What follows belongs to an exercise in optimizing a design on an open flow for small area; a production flow would make more cautious choices. At most, simulation tests tie the RTL to the original design; equivalence was not proved. Power figures rest on the tool's default switching activity, not on a simulated workload.

## main
==> module jt34070_inv, before the edit <==
module jt34070_inv(
    input  a,
    output y
);
assign y = ~a;
endmodule
==> module jt34070_colbit, before the edit <==
module jt34070_colbit(
    input  [5:0] n,
    input        en, hold, q,
    output       y
);
wire x0, x1, y_n;
jt34070_nand3  u_x0( .a(n[0]), .b(n[1]), .c(n[2]), .y(x0) );
jt34070_nand3  u_x1( .a(n[3]), .b(n[4]), .c(n[5]), .y(x1) );
jt34070_aoi222 u_ao( .a0(en), .b0(x0), .a1(en), .b1(x1), .a2(hold), .b2(q), .y(y_n) );
jt34070_inv    u_y ( .a(y_n), .y(y) );
endmodule
==> module jt34070_cnt0, before the edit <==
module jt34070_cnt0(
    input  one, en, f, hold, q,
    output y
);
assign y = one | (en & f) | (hold & q);
endmodule
==> module jt34070, before the edit <==
module jt34070(
    input            rst,
    input            clk,
    input            cen,
    output reg       cen2d,      
    input            mode,
    input            dataen,
    input            dump,       
    output reg       xat,
    input      [3:0] din_a,      
    input      [3:0] din_b,      
    output reg [3:0] red,
    output reg [3:0] green,
    output reg [3:0] blue
);
reg  [223:0] pal;            
reg  [ 4:0] ldst;            
reg  [ 7:0] dlatch;
reg         rdokl, phase;
wire        rdok, wr;
wire [ 7:0] wdata;           
wire [ 5:0] wdath;           
wire [31:0] wen, whold;
wire [ 3:0] wlo_n;           
wire [ 7:0] whi_n;
wire [ 3:0] amux, amux_n;
wire [ 3:0] plo_n, phi_n;    
wire [15:0] asel;
wire [13:0] rd_n0;           
wire        e12;
wire        col_en, col_hold, xat_en, xat_hold, dl_en, dl_hold;
wire [223:0] pal_nx;
wire [ 7:0] dl_nx;
wire [11:0] col_nx;
wire        xat_nx;
wire [ 4:0] ldst_nx;
wire        ld_fb, wr_inc, wr_one, ld_hold;
assign rdok  = !mode && !dataen;
assign wr    = cen & rdok & ~rst;
assign wdata = { din_a, din_b };
assign wdath = { din_a[2:1], din_b };
function [4:0] ld_state;
    input integer k;
    integer i;
    reg [4:0] s;
    begin
        s = 5'd0;
        for( i=0; i<k; i=i+1 )
            s = { s[3:0], s[4] ^ s[2] ^ (s[3:0]==4'd0) };
        ld_state = s;
    end
endfunction
genvar gi, gj;
generate
    for( gi=0; gi<4; gi=gi+1 ) begin : wlo
        jt34070_nand3 u( .a(wr), .b(ldst[0]==gi[0]), .c(ldst[1]==gi[1]), .y(wlo_n[gi]) );
    end
    for( gi=0; gi<8; gi=gi+1 ) begin : whi
        jt34070_nand3 u( .a(ldst[2]==gi[0]), .b(ldst[3]==gi[1]), .c(ldst[4]==gi[2]),
            .y(whi_n[gi]) );
    end
    for( gi=0; gi<32; gi=gi+1 ) begin : wdec
        localparam [4:0] S = ld_state(gi);
        jt34070_nor2 u( .a(wlo_n[S[1:0]]), .b(whi_n[S[4:2]]), .y(wen[gi]) );
        jt34070_nor2 v( .a(wen[gi]), .b(rst), .y(whold[gi]) );
    end
endgenerate
generate
    for( gi=0; gi<16; gi=gi+1 ) begin : pent
        for( gj=0; gj<14; gj=gj+1 ) begin : pbit
            if( gj<8 ) begin : lo
                jt34070_hold u( .en(wen[2*gi+1]), .hold(whold[2*gi+1]), .d(wdata[gj]),
                    .q(pal[14*gi+gj]), .y(pal_nx[14*gi+gj]) );
            end else begin : hi
                jt34070_hold u( .en(wen[2*gi]), .hold(whold[2*gi]), .d(wdath[gj-8]),
                    .q(pal[14*gi+gj]), .y(pal_nx[14*gi+gj]) );
            end
        end
    end
endgenerate
always @(posedge clk) pal <= pal_nx;
assign amux   = phase ? dlatch[7:4] : dlatch[3:0];
assign amux_n = ~amux;
generate
    for( gi=0; gi<4; gi=gi+1 ) begin : rpre
        jt34070_nand2 ulo( .a(gi[0] ? amux[0] : amux_n[0]), .b(gi[1] ? amux[1] : amux_n[1]),
            .y(plo_n[gi]) );
        jt34070_nand2 uhi( .a(gi[0] ? amux[2] : amux_n[2]), .b(gi[1] ? amux[3] : amux_n[3]),
            .y(phi_n[gi]) );
    end
    for( gi=0; gi<16; gi=gi+1 ) begin : rdec
        jt34070_nor2 u( .a(plo_n[gi%4]), .b(phi_n[gi/4]), .y(asel[gi]) );
    end
endgenerate
assign col_en   = ~rst & cen & dataen & ~e12;
assign col_hold = ~rst & ( ~cen | (dataen & e12) );
assign xat_en   = ~rst & cen & dataen;
assign xat_hold = ~rst & ~( cen & dataen );
assign dl_en    = ~rst & cen & phase;
assign dl_hold  = ~rst & ~( cen & phase );
generate
    for( gi=0; gi<14; gi=gi+1 ) begin : rd_bit
        wire [5:0] n;  
        for( gj=0; gj<5; gj=gj+1 ) begin : rd_grp
            jt34070_aoi222 u_aoi(
                .a0( asel[3*gj  ] ), .b0( pal[14*(3*gj  )+gi] ),
                .a1( asel[3*gj+1] ), .b1( pal[14*(3*gj+1)+gi] ),
                .a2( asel[3*gj+2] ), .b2( pal[14*(3*gj+2)+gi] ),
                .y ( n[gj] )
            );
        end
        jt34070_nand2 u_last( .a(asel[15]), .b(pal[14*15+gi]), .y(n[5]) );
        if( gi<12 ) begin : col
            jt34070_colbit u( .n(n), .en(col_en), .hold(col_hold),
                .q( gi<4 ? blue[gi%4] : gi<8 ? green[gi%4] : red[gi%4] ), .y(col_nx[gi]) );
        end
        if( gi==12 ) begin : rep
            assign e12 = ~&n;
        end
        if( gi==13 ) begin : xa
            jt34070_colbit u( .n(n), .en(xat_en), .hold(xat_hold), .q(xat), .y(xat_nx) );
        end
    end
    for( gi=0; gi<8; gi=gi+1 ) begin : dl
        jt34070_hold u( .en(dl_en), .hold(dl_hold), .d(wdata[gi]), .q(dlatch[gi]), .y(dl_nx[gi]) );
    end
endgenerate
assign wr_inc  = wr & rdokl;
assign wr_one  = wr & ~rdokl;
assign ld_hold = ~( wr | rst );
assign ld_fb   = ldst[4] ^ ldst[2] ^ ( ldst[3:0]==4'd0 );
jt34070_cnt0 u_cnt0( .one(wr_one), .en(wr_inc), .f(ld_fb), .hold(ld_hold), .q(ldst[0]),
    .y(ldst_nx[0]) );
generate
    for( gi=1; gi<5; gi=gi+1 ) begin : cnt
        jt34070_hold u( .en(wr_inc), .hold(ld_hold), .d(ldst[gi-1]), .q(ldst[gi]),
            .y(ldst_nx[gi]) );
    end
endgenerate
always @(posedge clk) begin
    cen2d <= ~phase & cen;
    { red, green, blue } <= col_nx;
    xat    <= xat_nx;
    dlatch <= dl_nx;
    ldst   <= ldst_nx;
end
always @(posedge clk) begin
    if( rst ) begin
        rdokl <= 0;
        phase <= 0;
    end else if(cen) begin
        rdokl <= rdok;
        phase <= ~phase;
    end
end
endmodule
clock: 5.0 ns
lec_check: 0
cap_margin: 20
core_margin: 2
core_utilization: 80
cts_buf_list: sky130_fd_sc_hd__clkbuf_8
cts_cluster_diameter: 50
cts_cluster_size: 20
gpl_timing_driven: 0
slew_margin: 20
synth_hierarchical: 1
standard.sh (not shown) runs the stock make flow with config.mk's settings and CLKGATE_MAP_FILE= SYNTH_SCRIPT=/design/flow/synth_recipe.tcl, a recipe that flattens the netlist after the stock synthesis.
==> flow/flow/run.sh <==
#!/bin/bash
set -euo pipefail
export BUFFER_PORTS_ARGS="-buffer_cell sky130_fd_sc_hd__buf_1"
export CTS_ARGS="-sink_clustering_enable -repair_clock_nets -sink_clustering_size 20 -sink_clustering_max_diameter 50 -buf_list sky130_fd_sc_hd__clkbuf_8 -dont_use_dummy_load"
RES=orfs/results/${FLOW_PLATFORM}/jt34070/base
bash standard.sh synth > make_synth.log 2>&1
cp $RES/1_2_yosys.v $RES/1_2_yosys.orig.v
python3 flow/downsize.py ${FLOW_HOME}/platforms/${FLOW_PLATFORM}/lib/sky130_fd_sc_hd__tt_025C_1v80.lib $RES/1_2_yosys.v > downsize.log 2>&1
touch $RES/1_2_yosys.v
bash standard.sh finish > make_finish.log 2>&1
==> flow/flow/downsize.py <==
#!/usr/bin/env python3
"""Swap each combinational cell of a synthesized netlist for the smallest-area
cell of the same family (same function and pins, other drive strength).
Registers and clock cells are left as synthesis made them.
usage: downsize.py LIBERTY NETLIST"""
import re
import sys

lib_path, net_path = sys.argv[1], sys.argv[2]
lib = open(lib_path).read()
cells = {}
for m in re.finditer(r'\n\s*cell\s*\(\s*"?(\w+)"?\s*\)\s*\{', lib):
    name = m.group(1)
    end = lib.find('\n    cell (', m.end())
    body = lib[m.end():end if end > 0 else len(lib)]
    area = float(re.search(r'area\s*:\s*([\d.]+)', body).group(1))
    pins = tuple(sorted(set(re.findall(r'\bpin\s*\(\s*"?(\w+)"?\s*\)', body))))
    seq = ' ff ' in body or 'ff (' in body or 'latch (' in body or 'statetable' in body
    cells[name] = (area, pins, seq)

keep = re.compile(r'__(clk|dly|tap|fill|decap|conb|probe|lpflow|diode|mux2i)')
fam = {}
for name, (area, pins, seq) in cells.items():
    m = re.match(r'(sky130_fd_sc_hd__\w+?)_(\d+)$', name)
    if m and not seq and not keep.search(name):
        fam.setdefault((m.group(1), pins), []).append((area, name))

def best(name):
    if name not in cells:
        return name
    area, pins, seq = cells[name]
    m = re.match(r'(sky130_fd_sc_hd__\w+?)_(\d+)$', name)
    if seq or not m or keep.search(name):
        return name
    cands = fam.get((m.group(1), pins), [])
    a, n = min(cands, default=(area, name))
    return n if a < area else name

net = open(net_path).read()
count = 0
def sub(m):
    global count
    new = best(m.group(2))
    if new != m.group(2):
        count += 1
    return m.group(1) + new + m.group(3)
net = re.sub(r'(^\s*)(sky130_fd_sc_hd__\w+)(\s)', sub, net, flags=re.M)
open(net_path, 'w').write(net)
print(f"downsized {count} cells")
The inputs of the feature branch differ from those of main as listed below.
-- flow/design.v --
<<< main, line 29
assign y = (en & d) | (hold & q);
endmodule
module jt34070_inv(
    input  a,
    output y
);
assign y = ~a;
endmodule
module jt34070_colbit(
    input  [5:0] n,
>>> the feature branch, line 29
assign y = (en & d) | (hold & q);
endmodule
module jt34070_colbit(
    input  [5:0] n,
<<< main, line 40
    output       y
);
wire x0, x1, y_n;
jt34070_nand3  u_x0( .a(n[0]), .b(n[1]), .c(n[2]), .y(x0) );
jt34070_nand3  u_x1( .a(n[3]), .b(n[4]), .c(n[5]), .y(x1) );
jt34070_aoi222 u_ao( .a0(en), .b0(x0), .a1(en), .b1(x1), .a2(hold), .b2(q), .y(y_n) );
jt34070_inv    u_y ( .a(y_n), .y(y) );
endmodule
module jt34070_cnt0(
    input  one, en, f, hold, q,
    output y
);
assign y = one | (en & f) | (hold & q);
endmodule
module jt34070(
>>> the feature branch, line 34
    output       y
);
assign y = (en & ~&n) | (hold & q);
endmodule
module jt34070(
<<< main, line 68
);
reg  [223:0] pal;            
reg  [ 4:0] ldst;            
reg  [ 7:0] dlatch;
reg         rdokl, phase;
>>> the feature branch, line 52
);
reg  [223:0] pal;            
reg  [ 4:0] rdcnt;
reg  [ 7:0] dlatch;
reg         rdokl, phase;
<<< main, line 87
wire [11:0] col_nx;
wire        xat_nx;
wire [ 4:0] ldst_nx;
wire        ld_fb, wr_inc, wr_one, ld_hold;
assign rdok  = !mode && !dataen;
assign wr    = cen & rdok & ~rst;
assign wdata = { din_a, din_b };
assign wdath = { din_a[2:1], din_b };
function [4:0] ld_state;
    input integer k;
    integer i;
    reg [4:0] s;
    begin
        s = 5'd0;
        for( i=0; i<k; i=i+1 )
            s = { s[3:0], s[4] ^ s[2] ^ (s[3:0]==4'd0) };
        ld_state = s;
    end
endfunction
genvar gi, gj;
generate
    for( gi=0; gi<4; gi=gi+1 ) begin : wlo
        jt34070_nand3 u( .a(wr), .b(ldst[0]==gi[0]), .c(ldst[1]==gi[1]), .y(wlo_n[gi]) );
    end
    for( gi=0; gi<8; gi=gi+1 ) begin : whi
        jt34070_nand3 u( .a(ldst[2]==gi[0]), .b(ldst[3]==gi[1]), .c(ldst[4]==gi[2]),
            .y(whi_n[gi]) );
    end
    for( gi=0; gi<32; gi=gi+1 ) begin : wdec
        localparam [4:0] S = ld_state(gi);
        jt34070_nor2 u( .a(wlo_n[S[1:0]]), .b(whi_n[S[4:2]]), .y(wen[gi]) );
        jt34070_nor2 v( .a(wen[gi]), .b(rst), .y(whold[gi]) );
    end
>>> the feature branch, line 71
wire [11:0] col_nx;
wire        xat_nx;
wire [ 4:0] cnt_nx;
assign rdok  = !mode && !dataen;
assign wr    = cen & rdok & ~rst;
assign wdata = { din_a, din_b };
assign wdath = { din_a[2:1], din_b };
genvar gi, gj;
generate
    for( gi=0; gi<4; gi=gi+1 ) begin : wlo
        jt34070_nand3 u( .a(wr), .b(rdcnt[0]==gi[0]), .c(rdcnt[1]==gi[1]), .y(wlo_n[gi]) );
    end
    for( gi=0; gi<8; gi=gi+1 ) begin : whi
        jt34070_nand3 u( .a(rdcnt[2]==gi[0]), .b(rdcnt[3]==gi[1]), .c(rdcnt[4]==gi[2]),
            .y(whi_n[gi]) );
    end
    for( gi=0; gi<32; gi=gi+1 ) begin : wdec
        jt34070_nor2 u( .a(wlo_n[gi%4]), .b(whi_n[gi/4]), .y(wen[gi]) );
        jt34070_nor2 v( .a(wen[gi]), .b(rst), .y(whold[gi]) );
    end
<<< main, line 179
    end
endgenerate
assign wr_inc  = wr & rdokl;
assign wr_one  = wr & ~rdokl;
assign ld_hold = ~( wr | rst );
assign ld_fb   = ldst[4] ^ ldst[2] ^ ( ldst[3:0]==4'd0 );
jt34070_cnt0 u_cnt0( .one(wr_one), .en(wr_inc), .f(ld_fb), .hold(ld_hold), .q(ldst[0]),
    .y(ldst_nx[0]) );
generate
    for( gi=1; gi<5; gi=gi+1 ) begin : cnt
        jt34070_hold u( .en(wr_inc), .hold(ld_hold), .d(ldst[gi-1]), .q(ldst[gi]),
            .y(ldst_nx[gi]) );
    end
endgenerate
always @(posedge clk) begin
    cen2d <= ~phase & cen;
>>> the feature branch, line 150
    end
endgenerate
assign cnt_nx = rdokl ? rdcnt+5'd1 : 5'd1;
always @(posedge clk) begin
    cen2d <= ~phase & cen;
<<< main, line 196
    xat    <= xat_nx;
    dlatch <= dl_nx;
    ldst   <= ldst_nx;
end
always @(posedge clk) begin
    if( rst ) begin
        rdokl <= 0;
        phase <= 0;
>>> the feature branch, line 156
    xat    <= xat_nx;
    dlatch <= dl_nx;
end
always @(posedge clk) begin
    if( rst ) begin
        rdcnt <= 0;
        rdokl <= 0;
        phase <= 0;
<<< main, line 205
        rdokl <= rdok;
        phase <= ~phase;
    end
end
>>> the feature branch, line 165
        rdokl <= rdok;
        phase <= ~phase;
        if( rdok ) rdcnt <= cnt_nx;
    end
end
[summary]
Compared with main, the feature branch shows a higher detailed-route wire length on metal 1. Non-clock buffer share of cell area in the feature branch vs main: up 0.23 points. For worst hold slack, the feature branch and main come out practically identical. The feature branch vs. main: fill cell instance count of the final layout fell about 4.4%; final standard cell count with taps included and fillers excluded rose 7; switching part of the total power fell 0.46 points. The feature branch vs. main: clock skew went up, global-route wire length before repair did not really move. Number of ordinary and repair buffers in the finished layout grows by a few percent when moving from main to the feature branch. The feature branch vs. main: worst slew slack as a fraction of its limit went up by 6.0 points. Number of placed instances with taps included | the feature branch above main. Of main and the feature branch, the higher cell depth of the worst setup path belongs to the feature branch. Diff main..the feature branch | number of max-slew violations in the final report | negligible. | sum of internal, switching and leakage power | higher: main |.
For the feature branch, only the layout was checked, not whether the RTL still works.

-- static timing again, ports no longer ideal --
The results above use ideal ports. As a check the final layouts listed here were re-extracted and re-timed, cells and wires unchanged. Step 1 (the two cells are an assumption about what drives the block):
set clk [get_ports {clk}]
set_driving_cell -lib_cell sky130_fd_sc_hd__clkbuf_16 $clk
set_driving_cell -lib_cell sky130_fd_sc_hd__buf_2 [delete_from_list [all_inputs] $clk]
Step 2 adds t to the input delays and takes it off the output delays; t is the mean of the earliest and latest rising clock arrival at the registers after step 1. Input paths then give back, and output paths get back, about the clock's delay inside the block. Three values: no drivers, after step 1, after step 2; two values: the first two.
run	t (ns)	slack for setup (ns)	worst hold slack (ns)	worst register clock-pin slew, ns	worst data-port slew with drivers (ns)
main	0.551	0.896 / 0.920 / 0.368	0.481 / 0.481 / 0.481	0.12 / 0.12	0.04
the feature branch	0.512	1.129 / 1.129 / 0.777	0.483 / 0.483 / 0.483	0.11 / 0.11	0.05
After both steps every run listed still meets setup and hold. The setup slack of main, which loses most, moves by +0.024 ns with the drivers and by -0.528 ns with both steps.
